Context: an optimization exercise on an open-source flow, tuned for small area. The choices shown serve that exercise and are no tape-out recipe. Function was checked by simulation only, so behaviour that the tests miss may differ from the original. Power is estimated from default activity; no workload was simulated.

## flow/design.v (module list and top-level ports; edited modules follow where they fit)
// module char_controller: 182 lines
// module collide: 964 lines
// module character: 40 lines
// module back_controller: 56 lines
// module game_core: 45 lines
module game_core (
    input  logic        clk,
    input  logic        reset,
    input  logic [7:0]  keycode0,
    input  logic [7:0]  keycode1,
    output logic [9:0]  char_x,
    output logic [9:0]  char_y,
    output logic        ts_collide,
    output logic        bs_collide,
    output logic        left_collide,
    output logic        right_collide,
    output logic        bottom_collide,
    output logic [3:0]  char_state,
    output logic [3:0]  screen,
    output logic [10:0] background_number,
    output logic [3:0]  screen_state
);
  // ...
==> flow/flow/run.sh <==
#!/bin/bash
# Own layout flow: the standard synthesis, then the combinational logic
# re-mapped for area by yosys/ABC (every flip-flop instance kept exactly as the
# standard synthesis made it), then the standard layout steps.
set -euo pipefail
W=$(pwd)
R=$W/orfs/results/${FLOW_PLATFORM}/game_core/base
LIB=$FLOW_HOME/platforms/${FLOW_PLATFORM}/lib/sky130_fd_sc_hd__tt_025C_1v80.lib
YOSYS=$(command -v yosys || true)
[[ -n "$YOSYS" ]] || YOSYS=$FLOW_HOME/../tools/install/yosys/bin/yosys

# 1. standard synthesis
bash standard.sh synth > "$W/flow_synth.log" 2>&1
cp "$R/1_2_yosys.v" "$W/std_1_2_yosys.v"

# 2. re-map the combinational logic for area
IN="$W/std_1_2_yosys.v" OUT="$W/remap.v" LIB="$LIB" TOP="$FLOW_TOP" \
  ABC_SCRIPT="$W/flow/remap.abc" "$YOSYS" -c "$W/flow/remap.tcl" > "$W/flow_remap.log" 2>&1

# 3. the rest of the standard layout, from the re-mapped netlist
cp "$W/remap.v" "$R/1_2_yosys.v"
rm -f "$R/1_synth.odb" "$R/1_synth.sdc"
bash standard.sh finish > "$W/flow_layout.log" 2>&1
==> flow/flow/remap.abc <==
strash
&get -n
&deepsyn -T 30
&put
dch -f
amap
topo
==> flow/flow/remap.tcl <==
# remap.tcl: re-map the combinational logic of a mapped netlist for area,
# keeping every flip-flop instance (name, cell type, connections) as it is.
# env: LIB, IN, OUT, ABC_SCRIPT
yosys read_liberty -ignore_miss_func $::env(LIB)
yosys blackbox {sky130_fd_sc_hd__*df*} {sky130_fd_sc_hd__*dl*} {sky130_fd_sc_hd__*sdf*}
yosys read_verilog $::env(IN)
yosys hierarchy -top $::env(TOP)
yosys flatten
yosys rename -hide {w:_*}
yosys hierarchy -top $::env(TOP)
yosys opt_clean -purge
yosys abc -liberty $::env(LIB) -dont_use {*probe*} -dont_use {*lpflow*} -script $::env(ABC_SCRIPT)
yosys opt_clean -purge
yosys hilomap -hicell sky130_fd_sc_hd__conb_1 HI -locell sky130_fd_sc_hd__conb_1 LO
yosys opt_clean -purge
yosys insbuf -buf sky130_fd_sc_hd__buf_1 A X
yosys splitnets
yosys opt_clean -purge
yosys tee -o $::env(OUT).stat stat -liberty $::env(LIB)
yosys write_verilog -noattr -nohex -nodec $::env(OUT)
==> flow/standard.sh <==
#!/bin/bash
# synth_recipe.tcl (not shown) runs the flow's synth.tcl, then flattens the netlist and writes it again
# the make line also repeats each setting of config.mk as NAME=value (left out here)
make -C /OpenROAD-flow-scripts/flow DESIGN_CONFIG=/design/flow/config.mk WORK_HOME=/design/flow/orfs CLKGATE_MAP_FILE= SYNTH_SCRIPT=/design/flow/synth_recipe.tcl "${@:-finish}"
==> flow/config.mk <==
export PLATFORM = sky130hd
export DESIGN_NAME = game_core
export DESIGN_NICKNAME = game_core
export VERILOG_FILES = /design/flow/design.v
export SDC_FILE = /design/flow/constraint.sdc
export NUM_CORES = 4
export LEC_CHECK = 0
export CAP_MARGIN = 20
export CORE_MARGIN = 2
export CORE_UTILIZATION = 40
export SLEW_MARGIN = 20
==> flow/constraint.sdc <==
create_clock -name core_clock -period 12.0 [get_ports {clk}]
set_input_delay 2.4000 -clock core_clock [delete_from_list [all_inputs] [get_ports {clk}]]
set_output_delay 2.4000 -clock core_clock [all_outputs]
set_load 0.01 [all_outputs]
==> key figures, run 1 <==
Outcome
  – Outcome: timing/DRC/antenna clean

Cells and area
  – Multi-In Gates: 793
  – Footprint of the multi-input gates: 0.00406 mm^2
  – Final core utilization: 48.9%
  – Count of plain and timing-repair buffers: 69
  – Biggest register: char.ctl.xpos
  – Design area: 0.00645 mm^2
  – Fillers: 1,419
  – P&R area growth vs syn: 19.6%

Drt
  – Pre-antenna DRT Iters: 14
  – WL met3: 4440 um

Clock tree
  – Clock sink total: 37
  – Worst-path clk slew: 0.07 ns

Timing
  – Setup ws final: 3.98 ns
  – Max Clk Rate: 125 MHz
  – Rel. slew slack: 30.0%

Pwr
  – Leak: 2.06 nW
  – Cell-internal power: 0.317 mW
  – P_comb: 0.219 mW

Global routing
  – GRT met1 Usage: 49.4%
  – GRT Util Overall: 40.8%
  – Pin count of the biggest net entering global routing: 24
  – First-pass GRT wire length: 44,500 um
  – Met2 Track Usage GR: 60.7%

Critical path
  – Setup CP Type: reg -> out
  – Critical Path RT: 9.60 ns

Synth
  – Cells after synthesis: 971
  – Mapped Area: 0.00539 mm^2

Place
  – GPL Wtd Cong: 1.14
  – Placed insts: 1,215
  – Worst slack, placed: 4.63 ns

Hold path
  – Hold Crit Class: reg -> reg
==> run 2: changes to the inputs <==
==> flow/run.sh (new file) <==
#!/bin/bash
# synth_recipe.tcl (not shown) runs the flow's synth.tcl, then flattens the netlist and writes it again
# the make line also repeats each setting of config.mk as NAME=value (left out here)
make -C /OpenROAD-flow-scripts/flow DESIGN_CONFIG=/design/flow/config.mk WORK_HOME=/design/flow/orfs CLKGATE_MAP_FILE= SYNTH_SCRIPT=/design/flow/synth_recipe.tcl finish
removed: flow/flow/run.sh
removed: flow/flow/remap.abc
removed: flow/flow/remap.tcl
removed: flow/standard.sh
==> run 2 against run 1 <==
Clock skew about the same. Area after synthesis increased by 32%. Sequential power about the same. Die area increased by 31%. Worst hold slack improved by 0.055 ns. Routed wire length increased by 22%. Critical path depth decreased by 7. Synthesized cell count increased by 12%. Core utilization decreased by 3.9 points. Sequential share of layout area decreased by 2.2 points. Setup slack improved by 1.0 ns. Clock power decreased by 19%. Largest power group is now sequential cells. Highest routed layer unchanged.
==> key figures, run 2 <==
Global routing
  – GRT Util Overall: 38.4% (-2.4 points)
  – Initial antenna violation count: 0
  – First-pass GRT wire length: 53,800 um (+21%)
  – Vias in the first global route: 8,470
  – Pin count of the biggest net entering global routing: 46 (+92%)
  – GRT overflow: 0

Clock tree
  – Root buf cell: clkbuf_16
  – CTS tree: done
  – Setup bufs post-CTS: 0
  – Post-CTS Hold Buffers: 0
  – Post-cts gate resize count: 0
  – Worst-Skew Late Latency: 0.29 ns
  – Clock sink total: 37 (unchanged)
  – CTS Buf Count: 5
  – Worst-path clk slew: 0.06 ns (about the same)
  – Maximum clock path buffer count: 2
  – H-tree Lvls: 2

Critical path
  – Reg2Reg Launch Point: char.ctl.xpos[0]$_SDFFE_PP0P_
  – CP peak stage delay: 1.00 ns
  – Reg2Reg Capture Point: char.ctl.cnt[5]$_DFFE_PP_
  – Cell chain of the critical path: nor4_4 -> o21a_1 -> o21ai_0 -> o21ai_0 -> or4_1 -> o311ai_1 -> nand3_1 -> clkdlybuf4s50_1
  – Setup CP Type: reg -> out
  – FF-to-FF path depth: 14
  – CP max-delay cell: dfxtp_1
  – Setup crit start: char.ctl.xpos[0]$_SDFFE_PP0P_
  – Setup crit end kind: primary output
  – Startpoint types: flop
  – Crit path arrival time: 4.60 ns
  – Worst-path fanout max: 25
  – Most frequent CP cell: o21ai_0
  – Reg2Reg Setup Slack: 6.26 ns
  – Critical Path RT: 9.60 ns (about the same)

Cells and area
  – Biggest register: char.ctl.xpos
  – Largest regs: char.ctl.xpos x10, char.ctl.yreg x9, char.ctl.cnt x7
  – Commonest non-fill, non-tap cells in the layout: 106 x nand2_1, 105 x nor2_1, 86 x o21ai_0
  – Commonest non-fill, non-tap cell in the layout: nand2_1
  – Layout Nets: 1,117
  – Layout cells sized above 1: 6.48%
  – Fillers: 1,861 (+31%)
  – P&R area growth vs syn: 9.97%
  – Number of diodes: 0
  – Max reg flops: 10
  – Storage cell area: 811 um^2
  – Footprint of the multi-input gates: 0.00565 mm^2 (+39%)
  – Final core utilization: 45.0% (-3.9 points)

Drt
  – Avg WL per Cell: 27.8 um
  – DR vias: 9,343
  – Initial DRC Count: 1,501
  – Vias/cell: 7.16
  – Pre-antenna DRT Iters: 9 (-5)
  – Final wirelength: 36,200 um
  – DRC: 0
  – Antenna-violating nets left: 0

Floorplanning
  – Chip height: 137 um
  – FP Rows: 48
  – IO Pins: 66
  – Die Span X: 137 um
  – Die Footprint: 0.0188 mm^2
  – Initial Util: 40.9%
  – CORE AREA: 0.0174 mm^2

Synth
  – Cells after synthesis: 1,083 (+12%)
  – Sequential area share after synthesis: 11.4%
  – Fraction of registers with async set/reset: 0%
  – Distinct cells, synth: 99
  – Synth warnings: 2
  – Synth Flop Type: dfxtp_1
  – Mapped Area: 0.00710 mm^2 (+32%)
  – Top cells by count, synth: 106 x nand2_1, 105 x nor2_1, 86 x o21ai_0, 79 x a21oi_1
  – Top post-synthesis cells by area: dfxtp_1 8.5%, o21ai_0 6.1%, nand2_1 5.6%, a21oi_1 5.6%, nor2_1 5.5%
  – Count leader, synth: nand2_1
  – Area leader, netlist: dfxtp_1
  – FF+latch count, synth: 37
  – Yosys top cell area share: 8.46%
  – Post-synth EDFFs: 7
  – Synth Area per Inst: 6.56 um^2

Hold path
  – Hold Crit Class: reg -> reg
  – Hold path endpoint: char.ctl.xpos[6]$_SDFFE_PP1P_
  – Hold path depth: 2
  – Hold path startpoint: char.ctl.xpos[6]$_SDFFE_PP1P_

Timing
  – Fin. max-slew vios: 0
  – Worst slew pin tran: 1.08 ns
  – RSZ-0062 raised after global routing: false
  – Setup TNS: 0 ns
  – Clk_skew: 0.00672 ns
  – Max Clk Rate: 143 MHz (+15%)
  – Crit share post-route: 58.3%
  – Setup violations, final: 0
  – Hold Violations, Final: 0
  – Rel. slew slack: 27.1% (-2.9 points)
  – Min Tclk post-route: 7.00 ns

Outcome
  – Outcome: timing/DRC/antenna clean

Place
  – GPL Wtd Cong: 1.11 (-2.7%)
  – Port Buffer Count: 59
  – Post-DP HPWL: 26,900 um

Flow run
  – Max Cap Violations: 0

Pwr
  – Max IR drop VDD: 0.0000641 V
  – Leak: 2.74 nW (+33%)
  – Pwr dens: 48.7 mW/mm^2
[run 2: cell type report]
type | count | share of cell area, %
multi-input cells | 911 | 72.3
flip-flops and latches | 37 | 10.4
repair buffers | 84 | 9.96
well taps | 225 | 3.60
inverters | 40 | 1.92
clock buffers | 6 | 1.65
clock inverters | 2 | 0.128
[run 2: how the worst max path moves through the flow]
stage | endpoint | slack (ns)
global placement | bottom_collide | 5.84
finish | bottom_collide | 5.00
floorplan | char.ctl.cnt[2]$_DFFE_PP_ | 6.88
detailed placement | char.ctl.cnt[3]$_DFFE_PP_ | 5.87
CTS | left_collide | 5.58
global route | bottom_collide | 4.93
[run 2: power by group]
group          internal (mW)  leakage [nW]  switching (mW)
combinational         0.0434          2.34          0.0624
sequential             0.130         0.329          0.0143
clock                 0.0764        0.0706          0.0539
total                  0.250          2.74           0.131
[run 2: cells by family after synthesis]
kind of cell / count (synthesis) / share of synthesized area, %
AO/OA/AOI/OAI: 388 / 37.5
XOR/XNOR: 17 / 2.10
adder cells (fa/ha/maj): 20 / 3.84
buffers and inverters: 140 / 9.37
flip-flops: 37 / 11.4
multiplexers: 5 / 0.705
other: 1 / 0.0528
AND/OR/NAND/NOR: 475 / 35.0
[run 2: worst max-delay path: cells and delay by family (launching register included)]
family	cells	cell delay, ns
AND/OR/NAND/NOR	3	1.24
AO/OA/AOI/OAI	4	1.46
flip-flops	1	1.00
buffers and inverters	1	0.60
[run 2: through the flow]
| step | area (um^2) | setup slack, ns | std cells | hold slack [ns] | power [mW] |
|---|---|---|---|---|---|
| final | 7810 | 5.00 | 1305 | 0.567 | 0.381 |
| after global routing | 7810 | 4.93 | 1305 | 0.598 | 0.399 |
| after CTS | 7810 | 5.58 | 1305 | 0.572 | 0.382 |
| after detailed placement | 7670 | 5.87 | 1297 | 0.565 | 0.250 |
| after global placement | 7670 | 5.84 | 1297 | 0.555 | 0.251 |
| after floorplan | 7120 | 6.88 | 1088 | 0.534 | 0.206 |
[run 2: per-layer routing]
metal / wire length [um] / track usage, % / up-vias
met5: 0 / 0 / -
met4: 2690 / 23.2 / 0
met3: 3970 / 10.1 / 195
met2: 16000 / 59.6 / 750
met1: 13600 / 47.4 / 4323
li1: - / - / 4075
==> module char_controller, before the edit <==
module char_controller (
    input  logic       clk,
    input  logic       reset,
    input  logic [7:0] keycode0,
    input  logic [7:0] keycode1,
    input  logic       lc,
    input  logic       rc,
    input  logic       bc,
    input  logic       ts,
    input  logic       bs,
    output logic [3:0] state,
    output logic [9:0] xpos,
    output logic [9:0] ypos
);
    localparam logic [3:0] A = 4'd0,   
                           B = 4'd1,   
                           C = 4'd2,   
                           D = 4'd3,   
                           E = 4'd4,   
                           F = 4'd5,   
                           G = 4'd6,   
                           H = 4'd7,   
                           I = 4'd8,   
                           J = 4'd9,   
                           K = 4'd10,  
                           M = 4'd11,  
                           N = 4'd12;  
    logic [3:0] next_state;
    logic [6:0] cnt, cnt_inc, cnt_sat;
    logic       k0_sp, k0_d, k0_a, k0_0, k1_sp, k1_d, k1_a, k1_0;
    logic       jump_done, to_jump, to_arc;
    assign k0_sp = (keycode0 == 8'h2C);
    assign k0_d  = (keycode0 == 8'h07);
    assign k0_a  = (keycode0 == 8'h04);
    assign k0_0  = (keycode0 == 8'h00);
    assign k1_sp = (keycode1 == 8'h2C);
    assign k1_d  = (keycode1 == 8'h07);
    assign k1_a  = (keycode1 == 8'h04);
    assign k1_0  = (keycode1 == 8'h00);
    assign jump_done = (cnt[6:1] == 6'd0);
    always_comb begin
        next_state = state;
        case (state)
            A: next_state = B;
            B: if (k0_sp || ((k0_d || k0_a) && k1_sp))  next_state = E;
               else if (k0_d && !lc && !bc)              next_state = M;
               else if (k0_a && !lc && !bc)              next_state = N;
               else if (k0_a && !lc && bc)               next_state = D;
               else if (k0_d && !rc && bc)               next_state = C;
            C: if (k0_d && !rc && bc)                    next_state = C;
               else if ((k0_d && k1_sp) || (k0_sp && k1_d)) next_state = E;
               else if (k0_0 || rc)                      next_state = B;
               else if (k0_d && !lc && !bc)              next_state = M;
            D: if (k0_a && !lc && bc)                    next_state = D;
               else if ((k0_a && k1_sp) || (k0_sp && k1_a)) next_state = E;
               else if (k0_0 || lc)                      next_state = B;
               else if (k0_a && !lc && !bc)              next_state = N;
            E: if (k0_sp)                                next_state = E;
               else if (k0_0 && k1_0)                    next_state = F;
               else if (k0_a)                            next_state = H;
               else if (k0_d)                            next_state = J;
            F: if (jump_done)                            next_state = G;
            G: if (bc)                                   next_state = B;
            H: if (lc)                                   next_state = J;
               else if (jump_done)                       next_state = I;
            I: if (lc)                                   next_state = K;
               else if (bc)                              next_state = B;
            J: if (rc)                                   next_state = H;
               else if (jump_done)                       next_state = K;
            K: if (rc)                                   next_state = I;
               else if (bc)                              next_state = B;
            M: if (bc)                                   next_state = B;
            N: if (bc)                                   next_state = B;
            default: next_state = A;
        endcase
    end
    always_ff @(posedge clk) begin
        if (reset)
            state <= A;
        else
            state <= next_state;
    end
    assign to_jump = (next_state == F) || (next_state == H) || (next_state == J);
    assign to_arc  = (next_state == G) || (next_state == I) || (next_state == K);
    logic [5:0] cnt_dec;
    always_comb begin
        logic c;
        c = 1'b1;
        for (int i = 0; i < 7; i++) begin
            cnt_inc[i] = cnt[i] ^ c;
            c = c & cnt[i];
        end
        c = 1'b1;
        for (int i = 0; i < 6; i++) begin
            cnt_dec[i] = cnt[i+1] ^ c;
            c = c & ~cnt[i+1];
        end
    end
    assign cnt_sat = (cnt == 7'd67) ? cnt : cnt_inc;
    always_ff @(posedge clk) begin
        case (state)
            E: begin
                if (to_jump)
                    cnt <= {cnt_sat[6:2], 1'b0, cnt_sat[1] & cnt_sat[0] & ~cnt_sat[6]};
                else
                    cnt <= cnt_sat;
            end
            F, H, J: begin
                if (to_arc)
                    cnt <= 7'd0;
                else if (cnt[0])
                    cnt <= {cnt[6:2], 2'b10};
                else if (!jump_done)
                    cnt <= {cnt_dec, 1'b0};
            end
            G, I, K: if (cnt != 7'd127) cnt <= cnt_inc;
            M, N:    if (cnt != 7'd79)  cnt <= cnt_inc;
            default: cnt <= 7'd0;
        endcase
    end
    logic xodd, xup, xdn;        
    logic [3:0] dy;              
    logic [9:0] xs;
    logic [8:0] ys;
    always_comb begin
        logic p1, n1, p2, n2;
        p1 = (state == J) || (state == K) || (state == M);
        n1 = (state == H) || (state == I) || (state == N);
        p2 = (state == C);
        n2 = (state == D);
        xodd = p1 | n1;
        xup  = p2 | (p1 & xpos[0]);
        xdn  = n2 | (n1 & ~xpos[0]);
        case (state)
            F, H, J: dy = 4'b1101;
            G, I, K: dy = {~cnt[6] & ~(cnt[5] & cnt[4]), ~(cnt[6] ^ (cnt[5] & cnt[4])),
                           cnt[5] ^ cnt[4], ~cnt[4]};
            M, N:    dy = {1'b0, cnt[6] ^ (cnt[5] & cnt[4]), cnt[5] ^ cnt[4], ~cnt[4]};
            default: dy = 4'd0;
        endcase
    end
    always_comb begin
        logic a, b, c, up, dn;
        xs[0] = xpos[0] ^ xodd;
        a = 1'b1;
        b = 1'b1;
        for (int i = 1; i < 10; i++) begin
            xs[i] = xpos[i] ^ ((xup & a) | (xdn & b));
            a = a & xpos[i];
            b = b & ~xpos[i];
        end
        c = 1'b0;
        for (int i = 0; i < 4; i++) begin
            ys[i] = ypos[i] ^ dy[i] ^ c;
            c = (ypos[i] & dy[i]) | (c & (ypos[i] ^ dy[i]));
        end
        up = c & ~dy[3];
        dn = ~c & dy[3];
        a = 1'b1;
        b = 1'b1;
        for (int i = 4; i < 9; i++) begin
            ys[i] = ypos[i] ^ ((up & a) | (dn & b));
            a = a & ypos[i];
            b = b & ~ypos[i];
        end
    end
    logic [8:0] yreg;
    assign ypos = {1'b0, yreg};
    always_ff @(posedge clk) begin
        if (state == A) begin
            xpos <= 10'd320;
            yreg <= 9'd410;
        end else if (ts) begin
            yreg <= 9'd436;
        end else if (bs) begin
            yreg <= 9'd40;
        end else begin
            xpos <= xs;
            yreg <= ys;
        end
    end
endmodule
==> module back_controller, before the edit <==
module back_controller (
    input  logic        clk,
    input  logic        reset,
    input  logic [7:0]  keycode0,
    input  logic        ts_collide,
    input  logic        bs_collide,
    output logic [2:0]  scr,
    output logic [3:0]  screen,
    output logic [10:0] background_number,
    output logic [3:0]  screen_state
);
    logic [2:0] st, nst;
    logic [3:0] tracker;
    always_ff @(posedge clk) begin
        if (reset) begin
            st      <= 3'd0;
            tracker <= 4'd0;
        end else begin
            st <= nst;
            tracker <= tr_next;
        end
    end
    logic [3:0] tr_next;
    always_comb begin
        logic a, b;
        a = 1'b1;
        b = 1'b1;
        for (int i = 0; i < 4; i++) begin
            tr_next[i] = tracker[i] ^ ((ts_collide & a) | (~ts_collide & bs_collide & b));
            a = a & tracker[i];
            b = b & ~tracker[i];
        end
    end
    always_comb begin
        nst = st;
        case (st)
            3'd0: if (keycode0 == 8'h2C) nst = 3'd1;
            3'd1: if ((tracker == 4'd1) || (keycode0 == 8'h1E)) nst = 3'd2;
            3'd2: if ((tracker == 4'd2) || (keycode0 == 8'h1F)) nst = 3'd3;
                  else if (tracker == 4'd1) nst = 3'd1;
            3'd3: if ((tracker == 4'd3) || (keycode0 == 8'h20)) nst = 3'd4;
                  else if (tracker == 4'd2) nst = 3'd2;
            3'd4: if ((tracker == 4'd4) || (keycode0 == 8'h21)) nst = 3'd5;
                  else if (tracker == 4'd3) nst = 3'd3;
            3'd5: if ((tracker == 4'd5) || (keycode0 == 8'h22)) nst = 3'd6;
                  else if (tracker == 4'd4) nst = 3'd4;
            3'd6: if ((tracker == 4'd6) || (keycode0 == 8'h23)) nst = 3'd7;
                  else if (tracker == 4'd5) nst = 3'd5;
            3'd7: if (keycode0 == 8'h15) nst = 3'd0;
        endcase
    end
    assign scr               = st;
    assign screen            = {1'b0, st};
    assign background_number = {3'b000, 8'b0000_0001 << st};
    assign screen_state      = {1'b0, st[2] & (st[1] | st[0]), st[1] | (st[2] & ~st[0]), st[0]};
endmodule
==> run 3: changes to the inputs <==
--- a/flow/design.v
+++ b/flow/design.v
@@ -26,7 +26,7 @@
                            M = 4'd11,  
                            N = 4'd12;  
     logic [3:0] next_state;
-    logic [6:0] cnt, cnt_inc, cnt_sat;
+    logic [6:0] cnt, cnt_inc, cnt_jmp;
     logic       k0_sp, k0_d, k0_a, k0_0, k1_sp, k1_d, k1_a, k1_0;
     logic       jump_done, to_jump, to_arc;
     assign k0_sp = (keycode0 == 8'h2C);
@@ -80,44 +80,47 @@
         else
             state <= next_state;
     end
+    logic cls_clr, cls_e, cls_jump, cls_arc, cls_fall;
+    assign cls_clr  = (state[3:2] == 2'b00) || (state[3:2] == 2'b11 && state[1:0] != 2'b00);
+    assign cls_e    = (state == E);
+    assign cls_jump = (state == F) || (state == H) || (state == J);
+    assign cls_arc  = (state == G) || (state == I) || (state == K);
+    assign cls_fall = (state == M) || (state == N);
     assign to_jump = (next_state == F) || (next_state == H) || (next_state == J);
     assign to_arc  = (next_state == G) || (next_state == I) || (next_state == K);
-    logic [5:0] cnt_dec;
+    logic       inc_en, dec_en, p;
+    logic [6:0] cnt_next;
     always_comb begin
         logic c;
-        c = 1'b1;
+        inc_en = (cls_e    & ~(cnt[6] & cnt[1] & cnt[0]))
+               | (cls_arc  & ~(&cnt))
+               | (cls_fall & ~(cnt[6] & (&cnt[3:0])));
+        c = inc_en;
         for (int i = 0; i < 7; i++) begin
             cnt_inc[i] = cnt[i] ^ c;
             c = c & cnt[i];
         end
-        c = 1'b1;
-        for (int i = 0; i < 6; i++) begin
-            cnt_dec[i] = cnt[i+1] ^ c;
-            c = c & ~cnt[i+1];
+        dec_en = ~cnt[0] & ~jump_done;
+        c = dec_en;
+        cnt_jmp[0] = cnt[0] ^ cnt[0];
+        cnt_jmp[1] = cnt[1] ^ (cnt[0] | c);
+        c = c & ~cnt[1];
+        for (int i = 2; i < 7; i++) begin
+            cnt_jmp[i] = cnt[i] ^ c;
+            c = c & ~cnt[i];
         end
+        p = cnt_inc[1] & cnt_inc[0] & ~cnt_inc[6];
+        if (cls_clr || (cls_jump && to_arc))
+            cnt_next = 7'd0;
+        else if (cls_jump)
+            cnt_next = cnt_jmp;
+        else if (cls_e && to_jump)
+            cnt_next = {cnt_inc[6:2], 1'b0, p};
+        else
+            cnt_next = cnt_inc;
     end
-    assign cnt_sat = (cnt == 7'd67) ? cnt : cnt_inc;
-    always_ff @(posedge clk) begin
-        case (state)
-            E: begin
-                if (to_jump)
-                    cnt <= {cnt_sat[6:2], 1'b0, cnt_sat[1] & cnt_sat[0] & ~cnt_sat[6]};
-                else
-                    cnt <= cnt_sat;
-            end
-            F, H, J: begin
-                if (to_arc)
-                    cnt <= 7'd0;
-                else if (cnt[0])
-                    cnt <= {cnt[6:2], 2'b10};
-                else if (!jump_done)
-                    cnt <= {cnt_dec, 1'b0};
-            end
-            G, I, K: if (cnt != 7'd127) cnt <= cnt_inc;
-            M, N:    if (cnt != 7'd79)  cnt <= cnt_inc;
-            default: cnt <= 7'd0;
-        endcase
-    end
+    always_ff @(posedge clk)
+        cnt <= cnt_next;
     logic xodd, xup, xdn;        
     logic [3:0] dy;              
     logic [9:0] xs;
@@ -128,9 +131,9 @@
         n1 = (state == H) || (state == I) || (state == N);
         p2 = (state == C);
         n2 = (state == D);
-        xodd = p1 | n1;
-        xup  = p2 | (p1 & xpos[0]);
-        xdn  = n2 | (n1 & ~xpos[0]);
+        xodd = (p1 | n1) & ~ts & ~bs;
+        xup  = (p2 | (p1 & xpos[0])) & ~ts & ~bs;
+        xdn  = (n2 | (n1 & ~xpos[0])) & ~ts & ~bs;
         case (state)
             F, H, J: dy = 4'b1101;
             G, I, K: dy = {~cnt[6] & ~(cnt[5] & cnt[4]), ~(cnt[6] ^ (cnt[5] & cnt[4])),
@@ -170,13 +173,14 @@
         if (state == A) begin
             xpos <= 10'd320;
             yreg <= 9'd410;
-        end else if (ts) begin
-            yreg <= 9'd436;
-        end else if (bs) begin
-            yreg <= 9'd40;
         end else begin
             xpos <= xs;
-            yreg <= ys;
+            if (ts)
+                yreg <= 9'd436;
+            else if (bs)
+                yreg <= 9'd40;
+            else
+                yreg <= ys;
         end
     end
 endmodule
@@ -1195,45 +1199,55 @@
     output logic [10:0] background_number,
     output logic [3:0]  screen_state
 );
-    logic [2:0] st, nst;
-    logic [3:0] tracker;
-    always_ff @(posedge clk) begin
-        if (reset) begin
-            st      <= 3'd0;
-            tracker <= 4'd0;
-        end else begin
-            st <= nst;
-            tracker <= tr_next;
-        end
-    end
-    logic [3:0] tr_next;
+    logic [2:0] st, st_next;
+    logic [3:0] tracker, tr_next, tr_inc;
+    logic [7:0] k3;
+    logic       lvl, kmatch, adv, ret;
     always_comb begin
         logic a, b;
         a = 1'b1;
         b = 1'b1;
         for (int i = 0; i < 4; i++) begin
             tr_next[i] = tracker[i] ^ ((ts_collide & a) | (~ts_collide & bs_collide & b));
+            tr_inc[i]  = tracker[i] ^ a;
             a = a & tracker[i];
             b = b & ~tracker[i];
         end
     end
     always_comb begin
-        nst = st;
-        case (st)
-            3'd0: if (keycode0 == 8'h2C) nst = 3'd1;
-            3'd1: if ((tracker == 4'd1) || (keycode0 == 8'h1E)) nst = 3'd2;
-            3'd2: if ((tracker == 4'd2) || (keycode0 == 8'h1F)) nst = 3'd3;
-                  else if (tracker == 4'd1) nst = 3'd1;
-            3'd3: if ((tracker == 4'd3) || (keycode0 == 8'h20)) nst = 3'd4;
-                  else if (tracker == 4'd2) nst = 3'd2;
-            3'd4: if ((tracker == 4'd4) || (keycode0 == 8'h21)) nst = 3'd5;
-                  else if (tracker == 4'd3) nst = 3'd3;
-            3'd5: if ((tracker == 4'd5) || (keycode0 == 8'h22)) nst = 3'd6;
-                  else if (tracker == 4'd4) nst = 3'd4;
-            3'd6: if ((tracker == 4'd6) || (keycode0 == 8'h23)) nst = 3'd7;
-                  else if (tracker == 4'd5) nst = 3'd5;
-            3'd7: if (keycode0 == 8'h15) nst = 3'd0;
-        endcase
+        logic c;
+        k3[0] = ~keycode0[0];
+        k3[1] = ~(keycode0[1] ^ keycode0[0]);
+        c = keycode0[1] | keycode0[0];
+        for (int i = 2; i < 8; i++) begin
+            k3[i] = keycode0[i] ^ c;
+            c = keycode0[i] & c;
+        end
+    end
+    assign lvl    = (st != 3'd0) && (st != 3'd7);
+    assign kmatch = (k3[7:3] == 5'b00100) && (k3[2:0] == st);
+    assign adv = (lvl && ((tracker == {1'b0, st}) || kmatch))
+               || (st == 3'd0 && keycode0 == 8'h2C)
+               || (st == 3'd7 && keycode0 == 8'h15);
+    assign ret = lvl && (st != 3'd1) && (tr_inc == {1'b0, st});
+    always_comb begin
+        logic a, b;
+        a = 1'b1;
+        b = 1'b1;
+        for (int i = 0; i < 3; i++) begin
+            st_next[i] = st[i] ^ ((adv & a) | (~adv & ret & b));
+            a = a & st[i];
+            b = b & ~st[i];
+        end
+    end
+    always_ff @(posedge clk) begin
+        if (reset) begin
+            st      <= 3'd0;
+            tracker <= 4'd0;
+        end else begin
+            st      <= st_next;
+            tracker <= tr_next;
+        end
     end
     assign scr               = st;
     assign screen            = {1'b0, st};
==> flow/flow/run.sh (new file) <==
#!/bin/bash
# Own layout flow: the standard synthesis, then the combinational logic
# re-mapped for area by yosys/ABC (every flip-flop instance kept exactly as the
# standard synthesis made it), then the standard layout steps.
set -euo pipefail
W=$(pwd)
R=$W/orfs/results/${FLOW_PLATFORM}/game_core/base
LIB=$FLOW_HOME/platforms/${FLOW_PLATFORM}/lib/sky130_fd_sc_hd__tt_025C_1v80.lib
YOSYS=$(command -v yosys || true)
[[ -n "$YOSYS" ]] || YOSYS=$FLOW_HOME/../tools/install/yosys/bin/yosys

# 1. standard synthesis
bash standard.sh synth > "$W/flow_synth.log" 2>&1
cp "$R/1_2_yosys.v" "$W/std_1_2_yosys.v"

# 2. re-map the combinational logic for area
IN="$W/std_1_2_yosys.v" OUT="$W/remap.v" LIB="$LIB" TOP="$FLOW_TOP" \
  ABC_SCRIPT="$W/flow/remap.abc" "$YOSYS" -c "$W/flow/remap.tcl" > "$W/flow_remap.log" 2>&1

# 3. the rest of the standard layout, from the re-mapped netlist
cp "$W/remap.v" "$R/1_2_yosys.v"
rm -f "$R/1_synth.odb" "$R/1_synth.sdc"
# port buffers: the smallest buffer; clock tree: clkbuf_8, no dummy loads
bash standard.sh BUFFER_PORTS_ARGS="-buffer_cell sky130_fd_sc_hd__buf_1" \
  CTS_ARGS="-sink_clustering_enable -repair_clock_nets -buf_list sky130_fd_sc_hd__clkbuf_8 -dont_use_dummy_load" \
  finish > "$W/flow_layout.log" 2>&1
==> flow/flow/remap.abc (new file) <==
strash
&get -n
&deepsyn -T 30
&put
dch -f
amap
topo
==> flow/flow/remap.tcl (new file) <==
# remap.tcl: re-map the combinational logic of a mapped netlist for area,
# keeping every flip-flop instance (name, cell type, connections) as it is.
# env: LIB, IN, OUT, ABC_SCRIPT
yosys read_liberty -ignore_miss_func $::env(LIB)
yosys blackbox {sky130_fd_sc_hd__*df*} {sky130_fd_sc_hd__*dl*} {sky130_fd_sc_hd__*sdf*}
yosys read_verilog $::env(IN)
yosys hierarchy -top $::env(TOP)
yosys flatten
yosys rename -hide {w:_*}
yosys hierarchy -top $::env(TOP)
yosys opt_clean -purge
yosys abc -liberty $::env(LIB) -dont_use {*probe*} -dont_use {*lpflow*} -script $::env(ABC_SCRIPT)
yosys opt_clean -purge
yosys hilomap -hicell sky130_fd_sc_hd__conb_1 HI -locell sky130_fd_sc_hd__conb_1 LO
yosys opt_clean -purge
yosys insbuf -buf sky130_fd_sc_hd__buf_1 A X
yosys splitnets
yosys opt_clean -purge
yosys tee -o $::env(OUT).stat stat -liberty $::env(LIB)
yosys write_verilog -noattr -nohex -nodec $::env(OUT)
==> flow/standard.sh (new file) <==
#!/bin/bash
# synth_recipe.tcl (not shown) runs the flow's synth.tcl, then flattens the netlist and writes it again
# the make line also repeats each setting of config.mk as NAME=value (left out here)
make -C /OpenROAD-flow-scripts/flow DESIGN_CONFIG=/design/flow/config.mk WORK_HOME=/design/flow/orfs CLKGATE_MAP_FILE= SYNTH_SCRIPT=/design/flow/synth_recipe.tcl "${@:-finish}"
--- a/flow/config.mk
+++ b/flow/config.mk
@@ -7,5 +7,6 @@
 export LEC_CHECK = 0
 export CAP_MARGIN = 20
 export CORE_MARGIN = 2
-export CORE_UTILIZATION = 40
+export CORE_UTILIZATION = 25
+export GPL_TIMING_DRIVEN = 0
 export SLEW_MARGIN = 20
removed: flow/run.sh
==> run 3 against run 2 <==
Routed wire length fell by 12%. Area after synthesis down 28%. Sequential share of layout area grew 2.4 points. Final area decreased by 26%. Register-to-register slack worse by 1.6 ns. Core utilization shrank 16 points. Global-route usage is 9.7 points lower. Critical endpoint unchanged.
==> key figures, run 3 <==
Synth
  – Cells after synthesis: 933 (-14%)
  – Synth Area per Inst: 5.51 um^2 (-16%)
  – Synth warnings: 2 (unchanged)
  – Mapped Area: 0.00514 mm^2 (-28%)

Drt
  – Antenna-violating nets left: 0 (unchanged)
  – Avg WL per Cell: 25.2 um (-9.1%)
  – DRC: 0 (unchanged)
  – DR vias: 7,809 (-16%)
  – Final wirelength: 32,000 um (-12%)
  – Initial DRC Count: 1,007 (-33%)
  – Vias/cell: 6.15 (-14%)
  – Pre-antenna DRT Iters: 6 (-3)

Timing
  – Clk_skew: 0.0238 ns (+0.0171 ns)
  – Worst slew pin tran: 1.09 ns (+0.00414 ns)
  – Min Tclk post-route: 8.67 ns (+1.67 ns)
  – RSZ-0062 raised after global routing: false
  – Setup TNS: 0 ns (unchanged)
  – Max Clk Rate: 115 MHz (-19%)
  – Setup violations, final: 0 (unchanged)
  – Crit share post-route: 72.2% (+14 points)
  – Fin. max-slew vios: 0 (unchanged)
  – Rel. slew slack: 26.8% (-0.28 points)
  – Hold Violations, Final: 0 (unchanged)

Hold path
  – Hold path depth: 2 (unchanged)
  – Hold path endpoint: bak.tracker[3]$_SDFF_PP0_
  – Hold Crit Class: reg -> reg
  – Hold path startpoint: bak.tracker[3]$_SDFF_PP0_

Global routing
  – GRT overflow: 0 (unchanged)
  – Initial antenna violation count: 1 (+1)
  – Vias in the first global route: 7,334 (-13%)
  – GRT Util Overall: 28.7% (-9.7 points)
  – Pin count of the biggest net entering global routing: 26 (-43%)
  – First-pass GRT wire length: 46,900 um (-13%)

Place
  – Post-DP HPWL: 25,600 um (-4.5%)
  – Placed insts: 1,264 (-2.5%)
  – Area post-placement: 0.00572 mm^2 (-25%)
  – GPL Wtd Cong: 1.05 (-5.3%)
  – Port Buffer Count: 59 (unchanged)

Critical path
  – Crit path arrival time: 6.27 ns (+1.67 ns)
  – FF-to-FF path depth: 20 (+6)
  – Setup crit end kind: primary output
  – Critical Path RT: 9.60 ns (about the same)
  – Worst-path fanout max: 16 (-36%)
  – Reg2Reg Capture Point: char.ctl.state[1]$_SDFF_PP0_
  – Setup CP Type: reg -> out
  – Reg2Reg Setup Slack: 4.63 ns (-1.63 ns)
  – Reg2Reg Launch Point: char.ctl.xpos[6]$_SDFF_PP1_
  – Startpoint types: flop

Floorplanning
  – Initial Util: 25.5% (-15 points)
  – IO Pins: 66 (unchanged)
  – Die Footprint: 0.0217 mm^2 (+15%)
  – Chip height: 147 um (+7.4%)
  – Die Span X: 147 um (+7.4%)
  – CORE AREA: 0.0202 mm^2 (+16%)
  – FP Rows: 52 (+8.3%)

Clock tree
  – Worst-Skew Late Latency: 0.30 ns (about the same)
  – Post-CTS Hold Buffers: 0 (unchanged)
  – Clock sink total: 37 (unchanged)
  – Worst-path clk slew: 0.07 ns (about the same)
  – CTS Buf Count: 5 (unchanged)
  – H-tree Lvls: 2 (unchanged)
  – CTS tree: done
  – Maximum clock path buffer count: 2 (unchanged)
  – Setup bufs post-CTS: 0 (unchanged)
  – Root buf cell: clkbuf_8
  – Post-cts gate resize count: 0 (unchanged)

Cells and area
  – P&R area growth vs syn: 12.7%
  – Biggest register: char.ctl.xpos
  – Fillers: 2,432 (+31%)
  – Commonest non-fill, non-tap cell in the layout: nor2_1
  – Largest regs: char.ctl.xpos x10, char.ctl.yreg x9, char.ctl.cnt x7
  – Number of diodes: 0 (unchanged)
  – Layout Nets: 1,019 (-8.8%)
  – Design area: 0.00579 mm^2 (-26%)
  – Layout cells sized above 1: 0.801% (-5.7 points)
  – Max reg flops: 10 (unchanged)
  – Commonest non-fill, non-tap cells in the layout: 255 x nor2_1, 126 x clkinv_1, 77 x nand2_1
  – Final cell count without fillers: 1,269 (-2.8%)

Flow run
  – Max Cap Violations: 0 (unchanged)

Pwr
  – Leak: 1.75 nW (-36%)
  – Max IR drop VDD: 0.0000618 V (-3.5%)
  – Pwr dens: 165 mW/mm^2 (+240%)

Outcome
  – Outcome: timing/DRC/antenna clean
==> run 3: changes by cell type in the layout (fill, tap and decap cells not counted), moves of 17 or more <==
| cell | change |
|---|---|
| nand2_1 | -29 |
| clkdlybuf4s50_1 | -59 |
| buf_1 | +60 |
| a21oi_1 | -29 |
| nor2_1 | +150 |
| inv_1 | -38 |
| clkinv_1 | +126 |
| ha_1 | -17 |
| buf_4 | -24 |
| nand2b_1 | -23 |
==> run 3: layout make-up <==
cell class / count / area (um^2) / area share [%]
Buffer: 1 / 3.75 / 0.0648
Timing Repair Buffer: 61 / 239 / 4.13
Sequential cell: 37 / 741 / 12.8
Clock buffer: 5 / 68.8 / 1.19
Inverter: 126 / 473 / 8.17
Tap cell: 270 / 338 / 5.83
Multi-Input combinational cell: 769 / 3930 / 67.8
==> run 3: where the power goes <==
part           leakage [nW]  internal, mW  switching (mW)  total (mW)
Clock                0.0359        0.0375          0.0432      0.0806
Sequential            0.301         0.148          0.0737       0.222
Combinational          1.41         0.170           0.482       0.652
==> run 3: layer usage <==
layer	vias to the layer above	wire length (um)	global-route usage, %	part of all wire [%]
met5	-	13	0	0.041
met4	2	1840	14.5	5.8
met2	547	13900	45.3	44
met3	126	3460	7.17	11
met1	3627	12800	36.3	40
li1	3507	-	-	-
==> run 3: how the worst max path moves through the flow <==
stage / start / cells after the start / to
global placement: char.ctl.xpos[8]$_SDFF_PP1_ / 13 / bottom_collide
floorplan: char.ctl.xpos[5]$_SDFF_PP0_ / 12 / left_collide
CTS: char.ctl.xpos[8]$_SDFF_PP1_ / 13 / bottom_collide
finish: char.ctl.xpos[8]$_SDFF_PP1_ / 13 / bottom_collide
global route: char.ctl.xpos[8]$_SDFF_PP1_ / 13 / bottom_collide
detailed placement: char.ctl.xpos[8]$_SDFF_PP1_ / 13 / bottom_collide
==> run 3: metrics by stage <==
stage | setup slack (ns) | power [mW] | utilization (%) | hold slack (ns)
5_1_grt | 3.14 | 1.01 | 28.7 | 0.490
3_5_place_dp | 4.05 | 0.847 | 28.4 | 0.467
4_1_cts | 3.70 | 0.932 | 28.7 | 0.479
6_report | 3.33 | 0.955 | 28.7 | 0.477
3_3_place_gp | 3.69 | 0.866 | 28.2 | 0.463
2_1_floorplan | 6.34 | 0.595 | - | 0.443
==> run 3: critical path, stage by stage, from the launching register on <==
cell      delay [ns]
dfxtp_1         0.91
clkinv_1        0.83
nor2_1          0.88
clkinv_1        0.47
nor2_1          0.38
o21ai_0         0.26
nand4_1         0.19
nor2_1          0.05
or4_1           0.45
o21ai_0         0.08
nor3_1          0.11
nor3_1          0.80
clkinv_1        0.34
buf_1           0.21
==> run 4: changes to the inputs <==
==> flow/flow/run.sh (replaced) <==
#!/bin/bash
# Own layout flow: the standard synthesis, then the combinational logic
# re-mapped for area by yosys/ABC (every flip-flop instance kept exactly as the
# standard synthesis made it), then the standard layout steps with the
# smallest port buffers and a clock tree without dummy loads.
set -euo pipefail
W=$(pwd)
R=$W/orfs/results/${FLOW_PLATFORM}/game_core/base
LIB=$FLOW_HOME/platforms/${FLOW_PLATFORM}/lib/sky130_fd_sc_hd__tt_025C_1v80.lib
YOSYS=$(command -v yosys || true)
[[ -n "$YOSYS" ]] || YOSYS=$FLOW_HOME/../tools/install/yosys/bin/yosys

# 1. standard synthesis
bash standard.sh synth > "$W/flow_synth.log" 2>&1
cp "$R/1_2_yosys.v" "$W/std_1_2_yosys.v"

# 2. re-map the combinational logic for area: four ABC runs with different
#    seeds, keep the smallest
for s in 1 2 3 4; do
  printf 'strash\ndc2\n&get -n\n&deepsyn -T 60 -S %s\n&put\ndch -f\namap\ntopo\n' "$s" > "$W/remap_$s.abc"
  IN="$W/std_1_2_yosys.v" OUT="$W/remap_$s.v" LIB="$LIB" TOP="$FLOW_TOP" \
    ABC_SCRIPT="$W/remap_$s.abc" "$YOSYS" -c "$W/flow/remap.tcl" > "$W/flow_remap_$s.log" 2>&1 &
done
wait
best=""
best_area=""
for s in 1 2 3 4; do
  a=$(awk '/Chip area/ {print $NF}' "$W/remap_$s.v.stat")
  echo "remap $s: $a" >> "$W/flow_remap.log"
  if [[ -z "$best" ]] || awk -v a="$a" -v b="$best_area" 'BEGIN {exit !(a < b)}'; then
    best=$s
    best_area=$a
  fi
done
echo "kept remap $best ($best_area)" >> "$W/flow_remap.log"

# 3. the rest of the standard layout, from the re-mapped netlist
cp "$W/remap_$best.v" "$R/1_2_yosys.v"
rm -f "$R/1_synth.odb" "$R/1_synth.sdc"
bash standard.sh BUFFER_PORTS_ARGS="-buffer_cell sky130_fd_sc_hd__buf_1" \
  CTS_ARGS="-sink_clustering_enable -sink_clustering_size 40 -sink_clustering_max_diameter 300 -repair_clock_nets -buf_list sky130_fd_sc_hd__clkbuf_8 -dont_use_dummy_load" \
  finish > "$W/flow_layout.log" 2>&1
removed: flow/flow/remap.abc
==> run 4 against run 3 <==
Non-clock buffer count shrank 1. Core utilization shrank 0.26 points. Die area shrank 1.3%. Sequential power shrank 18%. Power shrank 30%. Via count shrank 0.22%. Sequential share of layout area grew 0.20 points.
==> key figures, run 4 <==
Clock tree
  – CTS tree: done
  – Post-CTS Hold Buffers: 0 (unchanged)
  – Worst-path clk slew: 0.08 ns (about the same)
  – CTS Buf Count: 5 (unchanged)
  – Root buf cell: clkbuf_8
  – Clock sink total: 37 (unchanged)
  – Setup bufs post-CTS: 0 (unchanged)
  – Post-cts gate resize count: 0 (unchanged)
  – H-tree Lvls: 2 (unchanged)
  – Worst-Skew Late Latency: 0.30 ns (about the same)
  – Maximum clock path buffer count: 2 (unchanged)

Critical path
  – Critical Path RT: 9.60 ns (about the same)
  – Cell chain of the critical path: clkinv_1 -> nor2_1 -> clkinv_1 -> nor2_1 -> or3_1 -> o32a_1 -> nor3_1 -> a2111oi_0 -> nor3_1 -> a22oi_1 -> clkinv_1 -> buf_1
  – Reg2Reg Capture Point: char.ctl.state[3]$_SDFF_PP0_
  – Reg2Reg Setup Slack: 5.49 ns (+0.86 ns)
  – Startpoint types: flop
  – FF-to-FF path depth: 19 (-5.0%)
  – CP Buf/Inv Count: 4 (unchanged)
  – Top delay family on crit path: simple AND/OR/NAND/NOR gates
  – CP peak stage delay: 0.74 ns (-0.17 ns)
  – Setup crit end kind: primary output
  – Reg2Reg Launch Point: char.ctl.yreg[5]$_SDFF_PP0_
  – Setup CP Type: reg -> out
  – Worst-path fanout max: 19 (+3)
  – Most frequent CP cell: clkinv_1
  – CP max-delay cell: a2111oi_0
  – Crit path arrival time: 5.60 ns (-0.67 ns)

Global routing
  – Initial antenna violation count: 1 (unchanged)
  – First-pass GRT wire length: 44,200 um (-5.7%)
  – Vias in the first global route: 7,052 (-3.8%)
  – Pin count of the biggest net entering global routing: 27 (+3.8%)
  – GRT Util Overall: 27.0% (-1.7 points)
  – GRT overflow: 0 (unchanged)

Floorplanning
  – Chip height: 146 um (-0.68%)
  – Initial Util: 25.3% (-0.19 points)
  – Die Footprint: 0.0214 mm^2 (-1.3%)
  – Die Span X: 146 um (-0.68%)
  – FP Rows: 52 (unchanged)
  – CORE AREA: 0.0200 mm^2 (-0.65%)
  – IO Pins: 66 (unchanged)

Cells and area
  – P&R area growth vs syn: 12.6%
  – Commonest non-fill, non-tap cells in the layout: 252 x nor2_1, 120 x clkinv_1, 84 x o21ai_0
  – Commonest non-fill, non-tap cell in the layout: nor2_1
  – Layout cells sized above 1: 0.725% (-0.076 points)
  – Final core utilization: 28.5% (-0.26 points)
  – Biggest register: char.ctl.xpos
  – Number of diodes: 0 (unchanged)
  – Max reg flops: 10 (unchanged)
  – Largest regs: char.ctl.xpos x10, char.ctl.yreg x9, char.ctl.cnt x7
  – Layout Nets: 986 (-3.2%)

Timing
  – Worst slew pin tran: 1.11 ns (+0.0291 ns)
  – Crit share post-route: 66.7% (-5.6 points)
  – Setup TNS: 0 ns (unchanged)
  – RSZ-0062 raised after global routing: false
  – Min Tclk post-route: 8.00 ns (-0.668 ns)
  – Rel. slew slack: 24.9% (-2.0 points)
  – Hold Violations, Final: 0 (unchanged)
  – Fin. max-slew vios: 0 (unchanged)
  – Final Hold Slack: 0.477 ns (+0.000296 ns)
  – Max Clk Rate: 125 MHz (+8.3%)
  – Clk_skew: 0.0160 ns (-0.00774 ns)
  – Setup violations, final: 0 (unchanged)

Synth
  – Synth warnings: 2 (unchanged)
  – Mapped Area: 0.00507 mm^2 (-1.4%)
  – Cells after synthesis: 901 (-3.4%)
  – Synth Area per Inst: 5.62 um^2 (+2.1%)

Hold path
  – Hold path endpoint: bak.tracker[3]$_SDFF_PP0_
  – Hold path depth: 2 (unchanged)
  – Hold Crit Class: reg -> reg
  – Hold path startpoint: bak.tracker[3]$_SDFF_PP0_

Drt
  – DRC: 0 (unchanged)
  – Avg WL per Cell: 24.3 um (-3.8%)
  – DRT met1 WL: 11,600 um (-8.9%)
  – Vias/cell: 6.30 (+2.4%)
  – Pre-antenna DRT Iters: 10 (+4)
  – DR vias: 7,792 (-0.22%)
  – Initial DRC Count: 1,267 (+26%)
  – Met2 routed wirelength: 13,100 um (-6.3%)
  – Antenna-violating nets left: 0 (unchanged)
  – Top Layer Used: met4
  – WL met3: 3210 um (-7.0%)
  – Final wirelength: 30,000 um (-6.3%)

Pwr
  – Leak: 1.65 nW (-5.4%)
  – Tot Pwr: 0.665 mW (-30%)
  – Max IR drop VDD: 0.0000845 V (+37%)
  – Pwr dens: 117 mW/mm^2 (-29%)

Place
  – Post-DP HPWL: 23,800 um (-7.2%)
  – GPL Wtd Cong: 1.10 (+4.6%)
  – Port Buffer Count: 59 (unchanged)

Outcome
  – Outcome: timing/DRC/antenna clean

Flow run
  – Max Cap Violations: 0 (unchanged)
## run 4: changes by cell type in the layout (fill, tap and decap cells not counted), sizes merged, moves of 5 or more
cell and change:
o211ai -6, nand3 -19, or4 -6, clkinv -6
nor3 -16, o21ai +7, a31oi -14, o21a +8
nand4 -5, a311oi +9, o221ai +6
## run 4: worst max-delay path by stage
stage	from	end	depth (start not counted)
2_1_floorplan	char.ctl.xpos[4]$_SDFF_PP0_	bottom_collide	12
3_3_place_gp	char.ctl.xpos[5]$_SDFF_PP0_	bottom_collide	13
3_5_place_dp	char.ctl.yreg[5]$_SDFF_PP0_	left_collide	12
4_1_cts	char.ctl.yreg[5]$_SDFF_PP0_	left_collide	12
5_1_grt	char.ctl.yreg[5]$_SDFF_PP0_	left_collide	12
6_report	char.ctl.yreg[5]$_SDFF_PP0_	left_collide	12
## run 4: metal layers
metal  global-route usage (%)  vias to the layer above
met4                     15.3                        0
met5                        0                        -
met2                     42.5                      669
met3                     4.59                      152
met1                     35.1                     3565
li1                         -                     3406
## run 4: layout make-up
type                            instances  area, um^2
Inverter                              120         450
Timing Repair Buffer                   60         226
Buffer                                  1        3.75
Clock buffer                            5        68.8
Fill cell                            2392       14300
Sequential cell                        37         741
Multi-Input combinational cell        743        3870
Tap cell                              270         338
## run 4: worst register-to-register path, cell delays in order, from the launching register on
cell and delay [ns]:
dfxtp_1 0.69, clkinv_1 0.65, nor2_1 0.63, clkinv_1 0.36, nor2_1 0.30, or3_1 0.34
o32a_1 0.21, nor3_1 0.10, a2111oi_0 0.74, nor3_1 0.18, a22oi_1 0.57, clkinv_1 0.32
nor2_1 0.20, clkinv_1 0.09, nor2_1 0.18, nor2_1 0.06, o21ai_0 0.10, nor2_1 0.10
a2111oi_0 0.47, nor2_1 0.07
## run 4: stage by stage
step / instances / instance area [um^2] / setup WS (ns)
6_report: 1236 / 5700 / 4.00
5_1_grt: 1236 / 5700 / 3.83
4_1_cts: 1236 / 5700 / 4.29
3_5_place_dp: 1231 / 5630 / 4.66
3_3_place_gp: 1230 / 5630 / 4.09
2_1_floorplan: 901 / 5070 / 6.45
## run 4: report_power, final
| part | internal [mW] | switching (mW) |
|---|---|---|
| clock | 0.0375 | 0.0442 |
| combinational | 0.111 | 0.290 |
| sequential | 0.139 | 0.0436 |
==> run 5: changes to the inputs <==
--- a/flow/flow/run.sh
+++ b/flow/flow/run.sh
@@ -14,17 +14,23 @@
 bash standard.sh synth > "$W/flow_synth.log" 2>&1
 cp "$R/1_2_yosys.v" "$W/std_1_2_yosys.v"
 
-# 2. re-map the combinational logic for area: four ABC runs with different
-#    seeds, keep the smallest
-for s in 1 2 3 4; do
-  printf 'strash\ndc2\n&get -n\n&deepsyn -T 60 -S %s\n&put\ndch -f\namap\ntopo\n' "$s" > "$W/remap_$s.abc"
-  IN="$W/std_1_2_yosys.v" OUT="$W/remap_$s.v" LIB="$LIB" TOP="$FLOW_TOP" \
-    ABC_SCRIPT="$W/remap_$s.abc" "$YOSYS" -c "$W/flow/remap.tcl" > "$W/flow_remap_$s.log" 2>&1 &
+# 2. re-map the combinational logic for area: eight ABC runs (different
+#    seeds, with and without dc2 first), four at a time; keep the smallest
+remap() {
+  IN="$W/std_1_2_yosys.v" OUT="$W/remap_$1.v" LIB="$LIB" TOP="$FLOW_TOP" \
+    ABC_SCRIPT="$W/remap_$1.abc" "$YOSYS" -c "$W/flow/remap.tcl" > "$W/flow_remap_$1.log" 2>&1
+}
+for s in 1 2 3 4 5 6 7 8; do
+  if (( s % 2 )); then pre='dc2\n'; else pre=''; fi
+  printf "strash\n${pre}&get -n\n&deepsyn -T 60 -S %s\n&put\ndch -f\namap\ntopo\n" "$s" > "$W/remap_$s.abc"
 done
+for s in 1 2 3 4; do remap $s & done
+wait
+for s in 5 6 7 8; do remap $s & done
 wait
 best=""
 best_area=""
-for s in 1 2 3 4; do
+for s in 1 2 3 4 5 6 7 8; do
   a=$(awk '/Chip area/ {print $NF}' "$W/remap_$s.v.stat")
   echo "remap $s: $a" >> "$W/flow_remap.log"
   if [[ -z "$best" ]] || awk -v a="$a" -v b="$best_area" 'BEGIN {exit !(a < b)}'; then
@@ -38,5 +44,5 @@
 cp "$W/remap_$best.v" "$R/1_2_yosys.v"
 rm -f "$R/1_synth.odb" "$R/1_synth.sdc"
 bash standard.sh BUFFER_PORTS_ARGS="-buffer_cell sky130_fd_sc_hd__buf_1" \
-  CTS_ARGS="-sink_clustering_enable -sink_clustering_size 40 -sink_clustering_max_diameter 300 -repair_clock_nets -buf_list sky130_fd_sc_hd__clkbuf_8 -dont_use_dummy_load" \
+  CTS_ARGS="-sink_clustering_enable -sink_clustering_size 40 -sink_clustering_max_diameter 300 -repair_clock_nets -buf_list sky130_fd_sc_hd__clkbuf_16 -dont_use_dummy_load" \
   finish > "$W/flow_layout.log" 2>&1
==> run 5 against run 4 <==
Still clean on timing, DRC and antenna. Combinational power increased by 69%. Clock skew fell by 0.0044 ns. Die area shrank 0.46%. Clock power grew 63%. Setup slack lost 0.19 ns. First-iteration DRC count fell by 20%. Power is 54% higher. Critical endpoint is now bottom_collide.
==> key figures, run 5 <==
Outcome
  – Outcome: timing/DRC/antenna clean

Timing
  – RSZ-0062 raised after global routing: false
  – Final Hold Slack: 0.497 ns (+0.0198 ns)
  – Setup TNS: 0 ns (unchanged)
  – Max Clk Rate: 122 MHz (-2.3%)
  – Fin. max-slew vios: 0 (unchanged)
  – Worst slew pin tran: 1.14 ns (+0.0253 ns)
  – Hold Violations, Final: 0 (unchanged)
  – Rel. slew slack: 23.8% (-1.1 points)
  – Crit share post-route: 68.2% (+1.6 points)
  – Setup ws final: 3.81 ns (-0.187 ns)
  – Min Tclk post-route: 8.19 ns (+0.187 ns)
  – Clk_skew: 0.0116 ns (-0.00442 ns)
  – Setup violations, final: 0 (unchanged)

Synth
  – Cells after synthesis: 919 (+2.0%)
  – Mapped Area: 0.00504 mm^2 (-0.47%)
  – Synth warnings: 2 (unchanged)
  – Synth Area per Inst: 5.49 um^2 (-2.4%)

Clock tree
  – Maximum clock path buffer count: 2 (unchanged)
  – H-tree Lvls: 2 (unchanged)
  – Root buf cell: clkbuf_16
  – Clock sink total: 37 (unchanged)
  – CTS tree: done
  – Post-CTS Hold Buffers: 0 (unchanged)
  – CTS Buf Count: 5 (unchanged)
  – Post-cts gate resize count: 0 (unchanged)
  – Worst-Skew Late Latency: 0.30 ns (about the same)
  – Setup bufs post-CTS: 0 (unchanged)
  – Worst-path clk slew: 0.06 ns (-0.02 ns)

Place
  – GPL Wtd Cong: 1.07 (-2.7%)
  – Worst slack, placed: 4.34 ns (-0.322 ns)
  – Port Buffer Count: 59 (unchanged)
  – Post-DP HPWL: 25,900 um (+8.8%)

Hold path
  – Hold path depth: 2 (unchanged)
  – Hold Crit Class: reg -> reg

Cells and area
  – Biggest register: char.ctl.xpos
  – Commonest non-fill, non-tap cells in the layout: 259 x nor2_1, 121 x clkinv_1, 89 x o21ai_0
  – Fillers: 2,343 (-2.0%)
  – P&R area growth vs syn: 13.6%
  – Commonest non-fill, non-tap cell in the layout: nor2_1
  – Largest regs: char.ctl.xpos x10, char.ctl.yreg x9, char.ctl.cnt x7
  – Max reg flops: 10 (unchanged)
  – Layout Nets: 1,003 (+1.7%)
  – Layout cells sized above 1: 0.712% (-0.013 points)

Pwr
  – Gate power share: 65.7% (+5.5 points)
  – Pwr dens: 179 mW/mm^2 (+53%)
  – Flop pwr share: 21.3% (-6.2 points)
  – Leak: 1.75 nW (+5.6%)
  – Cell-internal power: 0.391 mW (+36%)
  – Max IR drop VDD: 0.0000823 V (-2.7%)
  – Switch share: 61.8% (+5.0 points)
  – Clock Power Share: 12.9% (+0.6 points)
  – NetSw: 0.634 mW (+68%)

Global routing
  – GRT overflow: 0 (unchanged)
  – Pin count of the biggest net entering global routing: 26 (-3.7%)
  – Initial antenna violation count: 0 (-1)
  – Vias in the first global route: 7,081 (+0.41%)
  – GRT Util Overall: 29.2% (+2.1 points)
  – First-pass GRT wire length: 46,900 um (+6.1%)

Floorplanning
  – Chip height: 146 um (-0.23%)
  – Die Footprint: 0.0213 mm^2 (-0.46%)
  – Die Span X: 146 um (-0.23%)
  – Initial Util: 25.7% (+0.37 points)
  – FP Rows: 51 (-1.9%)
  – IO Pins: 66 (unchanged)
  – CORE AREA: 0.0197 mm^2 (-1.9%)

Critical path
  – Setup CP Type: reg -> out
  – Setup crit end kind: primary output
  – Critical Path RT: 9.60 ns (about the same)
  – FF-to-FF path depth: 16 (-3)
  – Startpoint types: flop
  – Crit path arrival time: 5.79 ns (+0.19 ns)
  – Worst-path fanout max: 18 (-1)

Drt
  – Vias/cell: 6.17 (-2.1%)
  – Antenna-violating nets left: 0 (unchanged)
  – DR vias: 7,705 (-1.1%)
  – DRC: 0 (unchanged)
  – Initial DRC Count: 1,019 (-20%)
  – Pre-antenna DRT Iters: 6 (-4)
  – Final wirelength: 32,000 um (+6.5%)
  – Avg WL per Cell: 25.6 um (+5.4%)

Flow run
  – Max Cap Violations: 0 (unchanged)
run 5: path summary, 6_finish.rpt:
| kind | slack [ns] | endpoint | startpoint |
|---|---|---|---|
| hold reg to reg | 0.50 | bak.tracker[3]$_SDFF_PP0_ | bak.tracker[3]$_SDFF_PP0_ |
| setup / recovery | 3.81 | bottom_collide | char.ctl.xpos[6]$_SDFF_PP1_ |
| setup reg to reg | 5.35 | char.ctl.cnt[1]$_SDFF_PP0_ | char.ctl.xpos[6]$_SDFF_PP1_ |
| hold / removal | 0.50 | bak.tracker[3]$_SDFF_PP0_ | bak.tracker[3]$_SDFF_PP0_ |
run 5: stage by stage:
step | utilization (%) | power, mW | std cells | instance area, um^2
after global routing | 29.1 | 1.09 | 1248 | 5730
after floorplan | - | 0.606 | 919 | 5040
after detailed placement | 28.5 | 0.866 | 1243 | 5600
after CTS | 29.1 | 1.00 | 1248 | 5730
final | 29.2 | 1.03 | 1249 | 5730
after global placement | 28.5 | 0.884 | 1243 | 5600
run 5: layout make-up:
cell class | instances | area, um^2 | share of cell area, %
repair buffers | 59 | 221 | 3.87
multi-input cells | 760 | 3850 | 67.2
clock buffers | 5 | 125 | 2.18
inverters | 121 | 454 | 7.93
flip-flops and latches | 37 | 742 | 13.0
plain buffers | 1 | 3.75 | 0.0655
diodes | 1 | 2.50 | 0.0437
well taps | 265 | 332 | 5.79
run 5: power groups by stage:
stage / Combinational, mW / Sequential (mW) / Clock [mW]
floorplan: 0.403 / 0.203 / 0
global placement: 0.665 / 0.219 / 0
detailed placement: 0.648 / 0.218 / 0
CTS: 0.651 / 0.215 / 0.137
global route: 0.726 / 0.222 / 0.142
finish: 0.674 / 0.218 / 0.133
run 5: worst max-delay path, stage by stage (launching register included):
cell	delay (ns)
dfxtp_1	0.88
clkinv_1	0.63
nor2_1	0.36
clkinv_1	0.32
nor2_1	0.55
clkinv_1	0.43
o21ai_0	0.54
o21ai_0	0.18
o2111a_1	0.15
nor3_1	0.24
nor3_1	0.08
nor3_1	0.60
clkinv_1	0.31
buf_1	0.20
run 5: per-layer routing:
metal	GRT usage [%]	part of all wire, %	wire length [um]
met5	0	0	0
met2	41.0	40	12700
met3	6.72	11	3610
met4	13.4	5.4	1720
met1	41.9	44	13900
==> run 6: changes to the inputs <==
--- a/flow/flow/run.sh
+++ b/flow/flow/run.sh
@@ -44,5 +44,5 @@
 cp "$W/remap_$best.v" "$R/1_2_yosys.v"
 rm -f "$R/1_synth.odb" "$R/1_synth.sdc"
 bash standard.sh BUFFER_PORTS_ARGS="-buffer_cell sky130_fd_sc_hd__buf_1" \
-  CTS_ARGS="-sink_clustering_enable -sink_clustering_size 40 -sink_clustering_max_diameter 300 -repair_clock_nets -buf_list sky130_fd_sc_hd__clkbuf_16 -dont_use_dummy_load" \
+  CTS_ARGS="-repair_clock_nets -buf_list sky130_fd_sc_hd__clkbuf_8 -dont_use_dummy_load" \
   finish > "$W/flow_layout.log" 2>&1
==> run 6 against run 5 <==
Critical endpoint unchanged. Synthesized cell count is the same. Worst hold slack better by 0.0031 ns. Sequential share of layout area is 0.13 points higher. Clock-buffer cell count stayed put. Maximum frequency is 1.9% lower. Die area stayed put. Largest power group unchanged. Largest cell class unchanged. Register-to-register slack lost 0.14 ns.
==> key figures, run 6 <==
Outcome
  – Outcome: timing/DRC/antenna clean

Synth
  – Mapped Area: 0.00504 mm^2 (unchanged)
  – Cells after synthesis: 919 (unchanged)
  – Synth warnings: 2 (unchanged)
  – Synth Area per Inst: 5.49 um^2 (unchanged)

Cells and area
  – Biggest register: char.ctl.xpos
  – P&R area growth vs syn: 12.5%
  – Largest regs: char.ctl.xpos x10, char.ctl.yreg x9, char.ctl.cnt x7
  – Layout cells sized above 1: 0.712% (unchanged)
  – Commonest non-fill, non-tap cell in the layout: nor2_1
  – Final core utilization: 28.9% (-0.30 points)
  – Fillers: 2,344 (+0.043%)
  – Number of diodes: 0 (-1)
  – Max reg flops: 10 (unchanged)
  – Layout Nets: 1,003 (unchanged)
  – Commonest non-fill, non-tap cells in the layout: 259 x nor2_1, 121 x clkinv_1, 89 x o21ai_0

Hold path
  – Hold path startpoint: bak.tracker[3]$_SDFF_PP0_
  – Hold path depth: 2 (unchanged)
  – Hold Crit Class: reg -> reg

Drt
  – DRC: 0 (unchanged)
  – DR vias: 7,737 (+0.42%)
  – Antenna-violating nets left: 0 (unchanged)
  – Vias/cell: 6.20 (+0.50%)
  – Avg WL per Cell: 25.7 um (+0.46%)
  – Final wirelength: 32,100 um (+0.38%)
  – Initial DRC Count: 942 (-7.6%)
  – Pre-antenna DRT Iters: 6 (unchanged)

Clock tree
  – H-tree Lvls: 2 (unchanged)
  – CTS Buf Count: 5 (unchanged)
  – Worst-path clk slew: 0.09 ns (+0.03 ns)
  – Worst-Skew Late Latency: 0.33 ns (+0.03 ns)
  – Root buf cell: clkbuf_8
  – Post-CTS Hold Buffers: 0 (unchanged)
  – Maximum clock path buffer count: 2 (unchanged)
  – Setup bufs post-CTS: 0 (unchanged)
  – Post-cts gate resize count: 0 (unchanged)
  – CTS tree: done
  – Clock sink total: 37 (unchanged)

Critical path
  – Setup crit end kind: primary output
  – Worst-path fanout max: 18 (unchanged)
  – Reg2Reg Launch Point: char.ctl.xpos[6]$_SDFF_PP1_
  – Critical Path RT: 9.60 ns (about the same)
  – Startpoint types: flop
  – FF-to-FF path depth: 16 (unchanged)
  – Crit path arrival time: 5.94 ns (+0.15 ns)
  – Setup CP Type: reg -> out
  – Setup crit start: char.ctl.xpos[6]$_SDFF_PP1_

Global routing
  – First-pass GRT wire length: 46,900 um (about the same)
  – GRT overflow: 0 (unchanged)
  – Pin count of the biggest net entering global routing: 26 (unchanged)
  – GRT Util Overall: 29.2% (about the same)
  – Vias in the first global route: 7,089 (+0.11%)
  – Initial antenna violation count: 0 (unchanged)

Pwr
  – Leak: 1.72 nW (-1.5%)
  – Flop pwr share: 22.1% (+0.8 points)
  – Gate power share: 68.2% (+2.5 points)
  – NetSw: 0.632 mW (-0.31%)
  – Clock Power Share: 9.7% (-3.2 points)
  – Pwr dens: 174 mW/mm^2 (-2.7%)
  – Switch share: 64.0% (+2.2 points)
  – Cell-internal power: 0.355 mW (-9.3%)
  – Max IR drop VDD: 0.0000777 V (-5.6%)

Floorplanning
  – Die Span X: 146 um (unchanged)
  – FP Rows: 51 (unchanged)
  – IO Pins: 66 (unchanged)
  – Die Footprint: 0.0213 mm^2 (unchanged)
  – Chip height: 146 um (unchanged)
  – Initial Util: 25.7% (unchanged)
  – CORE AREA: 0.0197 mm^2 (unchanged)

Timing
  – Fin. max-slew vios: 0 (unchanged)
  – Worst slew pin tran: 1.11 ns (-0.0352 ns)
  – Min Tclk post-route: 8.34 ns (+0.156 ns)
  – Clk_skew: 0.0148 ns (+0.00320 ns)
  – Crit share post-route: 69.5% (+1.3 points)
  – Rel. slew slack: 26.1% (+2.4 points)
  – Hold Violations, Final: 0 (unchanged)
  – RSZ-0062 raised after global routing: false
  – Setup violations, final: 0 (unchanged)
  – Max Clk Rate: 120 MHz (-1.9%)
  – Final Hold Slack: 0.500 ns (+0.00306 ns)
  – Setup TNS: 0 ns (unchanged)

Place
  – GPL Wtd Cong: 1.07 (unchanged)
  – Port Buffer Count: 59 (unchanged)
  – Post-DP HPWL: 25,900 um (unchanged)

Flow run
  – Max Cap Violations: 0 (unchanged)
==> run 6: stage by stage <==
step           power [mW]  std cells  worst slack (ns)  area, um^2
4_1_cts             0.962       1248              4.01        5670
2_1_floorplan       0.606        919              6.60        5040
6_report            0.987       1248              3.66        5670
3_3_place_gp        0.884       1243              4.01        5600
5_1_grt              1.05       1248              3.54        5670
3_5_place_dp        0.866       1243              4.34        5600
==> run 6: worst paths after layout <==
| path | to | slack, ns |
|---|---|---|
| max | bottom_collide | 3.66 |
| min reg2reg | bak.tracker[3]$_SDFF_PP0_ | 0.50 |
| min | bak.tracker[3]$_SDFF_PP0_ | 0.50 |
| max reg2reg | char.ctl.cnt[1]$_SDFF_PP0_ | 5.21 |
==> run 6: final cells by class <==
cell class                      count  area (um^2)  area share [%]
Inverter                          121          454            8.01
Timing Repair Buffer               59          221            3.91
Tap cell                          265          332            5.85
Multi-Input combinational cell    760         3850            67.9
Clock buffer                        5         68.8            1.21
Buffer                              1         3.75          0.0662
Sequential cell                    37          742            13.1
==> run 6: metal layers <==
layer | vias up | global-route usage, % | share of wire (%)
li1 | 3441 | - | -
met1 | 3623 | 42.2 | 44
met2 | 577 | 40.4 | 39
met3 | 96 | 6.94 | 12
met4 | 0 | 13.8 | 5.3
met5 | - | 0 | 0
==> run 6: power by group through the flow <==
stage	logic, mW	clock network [mW]	registers [mW]
global route	0.726	0.102	0.222
finish	0.673	0.0954	0.218
floorplan	0.403	0	0.203
detailed placement	0.648	0	0.218
CTS	0.651	0.0955	0.215
global placement	0.665	0	0.219
==> run 6: worst max-delay path: stages (launching register included) <==
cell and delay [ns]:
dfxtp_1 0.91, clkinv_1 0.65, nor2_1 0.36, clkinv_1 0.34, nor2_1 0.60, clkinv_1 0.44
o21ai_0 0.54, o21ai_0 0.17, o2111a_1 0.14, nor3_1 0.28, nor3_1 0.09, nor3_1 0.58
clkinv_1 0.29, buf_1 0.19

Setup slack of run 6, layout unchanged: 3.657 ns with ideal ports, 3.620 ns with driving cells assumed (clock clkbuf_16, inputs buf_2), 3.983 ns with port delays also shifted by the 0.362 ns mid clock arrival.
